Context: an optimization exercise on an open-source flow, tuned for small area. The choices shown serve that exercise and are no tape-out recipe. Function not checked in this run: the RTL went through the layout flow alone. No activity file was given, so power comes from the tool's default toggle rates.

==> flow/design.v <==
module top #(parameter WIDTH = 32)
(
	input				   clk,
	input				   rst,
	input 				   div_ready,
	input 				   div_datavalid_i,
	input 	   [WIDTH-1:0] div_dividend_i,
	input 	   [WIDTH-1:0] div_divisor_i,
	output reg 		 	   div_doing_o,
	output reg 		 	   div_qrvalid_o,
	output reg [WIDTH-1:0] div_quotient_o,
	output reg [WIDTH-1:0] div_remainder_o
);
reg [2*WIDTH  :0] div_remainder_r 	[WIDTH-1:0];
reg [2*WIDTH-1:0] div_divisor_r   	[WIDTH-1:0];
reg [  WIDTH-1:0] div_quotient_r  	[WIDTH-1:0];
reg               div_data_valid_r 	[WIDTH-1:0];
reg 		 	  div_qrvalid_r;
reg [WIDTH-1:0]   div_quotiento_r;
reg [WIDTH-1:0]   div_remaindero_r;
always @(posedge clk) begin
    if (rst) begin
    	div_doing_o <= 1'b0;
    end
    else if (div_qrvalid_o) begin
      	div_doing_o <= 1'b0;
    end
    else if(div_datavalid_i) begin
      	div_doing_o <= 1'b1;
    end
end
always @(posedge clk ) begin
	if (rst) begin
    	div_quotient_o 	<= 1'b0;
		div_remainder_o	<= 0;
		div_qrvalid_o	<=0;
    end
	else if (div_ready)begin
		div_quotient_o 	<= 1'b0;
		div_remainder_o	<= 0;
		div_qrvalid_o	<=0;
	end
	else if(div_qrvalid_r)begin
		div_quotient_o 	<= div_quotiento_r;
		div_remainder_o	<= div_remaindero_r;
		div_qrvalid_o	<= div_qrvalid_r;
	end
end
genvar div_m_var;
always @ (posedge clk ) begin
	if (rst) begin
		div_remainder_r	[0] <= {2*WIDTH+1{1'b0}};
		div_divisor_r  	[0] <= {2*WIDTH  {1'b0}};
		div_quotient_r 	[0] <= {  WIDTH  {1'b0}};
		div_data_valid_r[0] <=            1'b0  ;
	end else if (div_datavalid_i) begin
		if (|div_divisor_i) begin 
			div_remainder_r	[0] 	<= (div_dividend_i<<1) - (div_divisor_i<<WIDTH);
			div_divisor_r  	[0] 	<= div_divisor_i<<WIDTH;
			div_quotient_r 	[0] 	<= {  WIDTH  {1'b0}};
			div_data_valid_r[0] 	<=            1'b1  ;
		end else begin
			div_remainder_r	[0] 	<= {2*WIDTH+1{1'b0}};
			div_divisor_r  	[0] 	<= {2*WIDTH  {1'b0}};
			div_quotient_r 	[0] 	<= {  WIDTH  {1'b0}};
			div_data_valid_r[0] 	<=            1'b0  ;
		end
	end else begin
		div_remainder_r	[0]		<= {2*WIDTH+1{1'b0}};
		div_divisor_r  	[0]		<= {2*WIDTH  {1'b0}};
		div_quotient_r 	[0]		<= {  WIDTH  {1'b0}};
		div_data_valid_r[0]		<=            1'b0  ;
	end
end
generate
for (div_m_var=1;div_m_var<WIDTH;div_m_var=div_m_var+1) begin: calculate_cycle
	always @ (posedge clk ) begin
		if (rst) begin
			div_remainder_r[div_m_var] 	<= {2*WIDTH+1{1'b0}};
			div_divisor_r  [div_m_var] 	<= {2*WIDTH  {1'b0}};
			div_quotient_r [div_m_var] 	<= {  WIDTH  {1'b0}};
			div_data_valid_r[div_m_var] <=            1'b0  ;
		end else if (div_data_valid_r[div_m_var-1]) begin
			if (div_remainder_r[div_m_var-1][2*WIDTH]) begin 
				div_remainder_r[div_m_var] <= ((div_remainder_r[div_m_var-1]+div_divisor_r[div_m_var-1])<<1) - div_divisor_r[div_m_var-1];
				div_divisor_r  [div_m_var] <= div_divisor_r  [div_m_var-1];
				div_quotient_r [div_m_var] <= div_quotient_r [div_m_var-1]<<1 ;
				div_data_valid_r[div_m_var] <= div_data_valid_r[div_m_var-1];
			end else begin 
				div_remainder_r[div_m_var] <= (div_remainder_r[div_m_var-1]<<1) - div_divisor_r[div_m_var-1];
				div_divisor_r  [div_m_var] <= div_divisor_r  [div_m_var-1];
				div_quotient_r [div_m_var] <= (div_quotient_r [div_m_var-1]<<1) + 1'b1;
				div_data_valid_r[div_m_var] <= div_data_valid_r[div_m_var-1];
			end
		end else begin
			div_remainder_r[div_m_var] <= div_remainder_r[div_m_var-1];
			div_divisor_r  [div_m_var] <= div_divisor_r  [div_m_var-1];
			div_quotient_r [div_m_var] <= div_quotient_r [div_m_var-1];
			div_data_valid_r[div_m_var] <= div_data_valid_r[div_m_var-1];
		end
	end
end
endgenerate
always @ (posedge clk ) begin
	if (rst) begin
		div_remaindero_r <= {WIDTH{1'b0}};
		div_remaindero_r  <= {WIDTH{1'b0}};
		div_qrvalid_r  <=        1'b0  ;
	end else if (div_data_valid_r[WIDTH-1]) begin
		if (div_remainder_r[WIDTH-1][2*WIDTH]) begin
			div_remaindero_r <= (div_remainder_r[WIDTH-1]+div_divisor_r[WIDTH-1])>>WIDTH;
			div_quotiento_r  <= div_quotient_r [WIDTH-1]<<1;
			div_qrvalid_r  <= div_data_valid_r[WIDTH-1];
		end else begin
			div_remaindero_r <= div_remainder_r[WIDTH-1]>>WIDTH;
			div_quotiento_r  <= (div_quotient_r [WIDTH-1]<<1) + 1'b1;
			div_qrvalid_r  <= div_data_valid_r[WIDTH-1];
		end
	end else begin
			div_qrvalid_r  <= div_data_valid_r[WIDTH-1];
	end
end
endmodule
==> flow/run.sh <==
#!/bin/bash
# synth_recipe.tcl (not shown) runs the flow's synth.tcl, then flattens the netlist and writes it again
# the make line also repeats each setting of config.mk as NAME=value (left out here)
make -C /OpenROAD-flow-scripts/flow DESIGN_CONFIG=/design/flow/config.mk WORK_HOME=/design/flow/orfs CLKGATE_MAP_FILE= SYNTH_SCRIPT=/design/flow/synth_recipe.tcl finish
==> flow/config.mk <==
export PLATFORM = sky130hd
export DESIGN_NAME = top
export DESIGN_NICKNAME = top
export VERILOG_FILES = /design/flow/design.v
export SDC_FILE = /design/flow/constraint.sdc
export NUM_CORES = 4
export LEC_CHECK = 0
export CAP_MARGIN = 20
export CORE_MARGIN = 2
export CORE_UTILIZATION = 40
export SLEW_MARGIN = 20
==> flow/constraint.sdc <==
create_clock -name core_clock -period 7.5 [get_ports {clk}]
set_input_delay 1.5000 -clock core_clock [delete_from_list [all_inputs] [get_ports {clk}]]
set_output_delay 1.5000 -clock core_clock [all_outputs]
set_load 0.01 [all_outputs]
==> results.json <==
{
  "syn_to_final_growth_pct": 9.89,
  "clk_path_buf_depth": 4,
  "cts_hold_buf": 0,
  "num_io_pins": 134,
  "synth_cell_type_count": 100,
  "rrSetupSlack_ps": 1050,
  "cts_tree": "built",
  "dp_cells": 30900,
  "hold_slack_ps": 399,
  "report.final.slew_viol_count": 0,
  "drive_above_1_share": 0.0698,
  "cp_top_family": "compound AO/OA/AOI/OAI gates",
  "hold_path.class": "reg2reg",
  "grtUsageTotal": 0.196,
  "synthArstFlopShare": 0,
  "grt_pass1_vias": 164000,
  "hpwl_um": 430000,
  "ant_nets": 0,
  "grt_max_degree": 175,
  "setup_viol": 0,
  "power.density_mw_per_mm2": 174,
  "min_path_cells": 0,
  "relSlewSlack": 0.272,
  "initial_core_util": 0.401,
  "core_mm2": 0.520,
  "synth_seq_cells": 3235,
  "avgSynthCellArea_um2": 8.50,
  "io_buffers": 133,
  "yosys_warnings": 5,
  "ir_worst_vdd_mv": 0.206,
  "cp_max_fo": 4,
  "cp.arrival_ps": 7360,
  "synth_cells": 24500,
  "drtIter0Drc": 9080,
  "hold_viol_final": 0,
  "std_cell_rows": 265,
  "crit_path_end_kind": "register",
  "routed_wl_um": 542000,
  "antenna_found_initial": 14,
  "synth_edf_count": 32,
  "synth_top_area_cell": "dfxtp_1",
  "critPathKind": "reg2reg",
  "clk_pin_slew_ps": 60,
  "worstHoldEndpoint": "div_quotiento_r[4]",
  "chipWidth_um": 726,
  "die-height_um": 726,
  "dieArea_mm2": 0.527,
  "worstRegToRegCells": 25,
  "htree_levels": 5,
  "clk_latency_ps": 1020,
  "viasPerCell": 5.32,
  "cpPeakStageDelay_ps": 550,
  "cp_num_buf_inv": 1,
  "p_total_mw": 39.9,
  "postPlaceCellArea_mm2": 0.216,
  "max-cap-violations": 0,
  "tightest_slew_ps": 1090,
  "cp.required_ps": 8410,
  "cts_setup_buffers": 0,
  "drt_pass1_iterations": 6,
  "ctsRootBufferMaster": "clkbuf_16",
  "fmax_ghz": 0.155,
  "yosysTopAreaCellShare": 0.308,
  "drc": 0,
  "r2r_end": "div_remainder_r[2][64]",
  "power_leakage_nw": 97.8,
  "finalCriticalPeriod_ps": 6450,
  "tns_ps": 0,
  "cpMostUsedCell": "a31oi_1",
  "r2r_start": "div_divisor_r[1][32]",
  "fin_cells": 31500,
  "cts.sinks": 3235,
  "wl_per_cell_um": 17.2,
  "cts.repair.resized": 0,
  "gp_congestion": 0.896,
  "fin_area_mm2": 0.229,
  "yosys-top-cells-area": "dfxtp_1, ha_1, mux2i_1, nor2_1, xnor2_1",
  "worstHoldStart": "div_quotient_r[31][3]",
  "overflow": 0,
  "synthesis.area_mm2": 0.208,
  "grt_pass1_wl_um": 865000,
  "yosysSeqAreaShare": 0.312,
  "syn_nets": 26600,
  "vias": 168000,
  "ys.flop_type": "dfxtp_1",
  "cts_buffers": 361,
  "slowest_stage": "or4b_1",
  "finalCritPeriodShare": 0.860,
  "nets": 26400,
  "skew_ps": 73.1,
  "start_kind": "register",
  "status": "complete, no violations",
  "rsz0062_at_grt": "false"
}
[layer usage]
layer	wire, µm	vias to the layer above	share of wire	track usage
li1	-	85600	-	-
met1	243000	78500	0.45	0.246
met2	262000	2847	0.48	0.352
met3	19500	877	0.036	0.0211
met4	17800	2	0.033	0.0620
met5	11	-	0.000020	0
[stage by stage]
stage / worst slack, ps / util
finish: 1050 / 0.441
global route: 577 / 0.441
detailed placement: 1090 / 0.416
CTS: 1070 / 0.441
global placement: 990 / 0.416
floorplan: 1980 / -
[Yosys cell counts (89+ instances only)]
cell and count:
a211oi_1 259, a21boi_0 89, a21o_1 1041, a21oi_1 1694
a31oi_1 233, and2_1 168, and3_1 195, buf_1 140
clkbuf_1 708, dfxtp_1 3203, ha_1 1986, inv_1 1641
mux2_2 773, mux2i_1 1671, nand2_1 1012, nand2b_1 276
nand3_1 349, nand4_1 156, nor2_1 3878, nor2b_1 325
nor3_1 284, o211ai_1 92, o21a_1 225, o21ai_0 808
o21bai_1 257, o31ai_1 111, or3_1 101, xnor2_1 1128
xor2_1 511
[how the worst max path moves through the flow]
stage                                 startpoint                      to  slack [ps]  cells past startpoint
after floorplan           div_remainder_r[1][32]  div_remainder_r[2][64]        1980                     25
after global placement    div_remainder_r[1][32]  div_remainder_r[2][64]         990                     25
after detailed placement    div_divisor_r[1][32]  div_remainder_r[2][64]        1090                     25
after CTS                   div_divisor_r[1][32]  div_remainder_r[2][64]        1070                     25
after global routing        div_divisor_r[1][32]  div_remainder_r[2][64]         580                     25
final                       div_divisor_r[1][32]  div_remainder_r[2][64]        1050                     25
[layout make-up]
cell class | instances | area, µm²
fillers | 51800 | 291000
multi-input cells | 18800 | 134000
flip-flops and latches | 3235 | 65200
repair buffers | 246 | 2390
clock buffers | 490 | 10100
diodes | 4 | 10.0
well taps | 6942 | 8690
clock inverters | 176 | 2440
inverters | 1655 | 6220
[where the power goes]
group / total [mW] / switching [mW] / internal, mW
registers: 17.5 / 0.137 / 17.3
clock network: 18.6 / 7.60 / 11.0
logic: 3.88 / 2.20 / 1.68
total: 39.9 / 9.94 / 30.0
[cell families (layout without fill, tap and decap cells)]
kind of cell / count (synthesis) / after routing / share of synthesized area
buffers and inverters: 2506 / 2567 / 0.0452
AO/OA/AOI/OAI: 5524 / 5524 / 0.172
XOR/XNOR: 1639 / 1639 / 0.0689
multiplexers: 2444 / 2444 / 0.122
flip-flops: 3235 / 3235 / 0.312
AND/OR/NAND/NOR: 7131 / 7131 / 0.154
other: 0 / 4 / 0
adder cells (fa/ha/maj): 2049 / 2049 / 0.125
[cells in the final DEF (no fill, tap or decap), drive strengths merged, types with 44 or more instances in the layout]
| cell type | netlist | layout |
|---|---|---|
| nor2b | 325 | 325 |
| buf | 143 | 114 |
| and3 | 195 | 195 |
| o31ai | 115 | 115 |
| and2 | 168 | 168 |
| a21boi | 92 | 92 |
| nor3b | 63 | 63 |
| nand2 | 1012 | 1012 |
| a21oi | 1697 | 1697 |
| nand3 | 349 | 349 |
| nand4 | 156 | 156 |
| dfxtp | 3203 | 3203 |
| ha | 1986 | 1986 |
| a311oi | 66 | 66 |
| o21bai | 257 | 257 |
| a41oi | 44 | 44 |
| a31oi | 233 | 233 |
| a211oi | 260 | 260 |
| o211ai | 92 | 92 |
| nand2b | 276 | 276 |
| nor3 | 284 | 284 |
| a211o | 62 | 62 |
| mux2i | 1671 | 1671 |
| mux2 | 773 | 773 |
| clkbuf | 708 | 490 |
| o21ai | 845 | 845 |
| o311ai | 56 | 56 |
| or3 | 101 | 101 |
| o21a | 225 | 225 |
| xor2 | 511 | 511 |
| xnor2 | 1128 | 1128 |
| or2 | 66 | 66 |
| nor2 | 3878 | 3878 |
| fa | 63 | 63 |
| a21o | 1043 | 1043 |
| clkdlybuf4s50 | 0 | 132 |
| clkinv | 14 | 112 |
| inv | 1641 | 1666 |
| a31o | 68 | 68 |
| nand3b | 57 | 57 |
[flip-flops by register name, indices dropped and copies added (netlist names)]
register / flops
div_quotient_r: 496
div_quotiento_r: 32
div_divisor_r: 1024
div_remaindero_r: 32
div_doing_o: 1
div_data_valid_r: 32
div_qrvalid_r: 1
div_remainder_r: 1552
div_qrvalid_o: 1
div_quotient_o: 32
div_remainder_o: 32

-- static timing again, ports no longer ideal --
In the flow no input, the clock included, has a driving cell. The finished layout below was timed again as built, in two steps. Step 1 sets driving cells, clkbuf_16 on the clock port and buf_2 on the other inputs (assumed; they add their load-dependent delay and slew). Step 2 times the ports against the registers' clock, not the clock port: input delays grow and output delays shrink by t, the midpoint of the rising clock arrivals with the driver on. a / b / c = no drivers / after step 1 / after step 2; a / b = the first two.
t (ns): 1.109
setup WS [ns]: 1.052 / 1.052 / 1.052
pins driven straight from the clock port: 1
After both steps setup and hold are still met in this run. For this run, drivers alone change the setup slack by 0.000 ns; drivers and shift together by 0.000 ns.
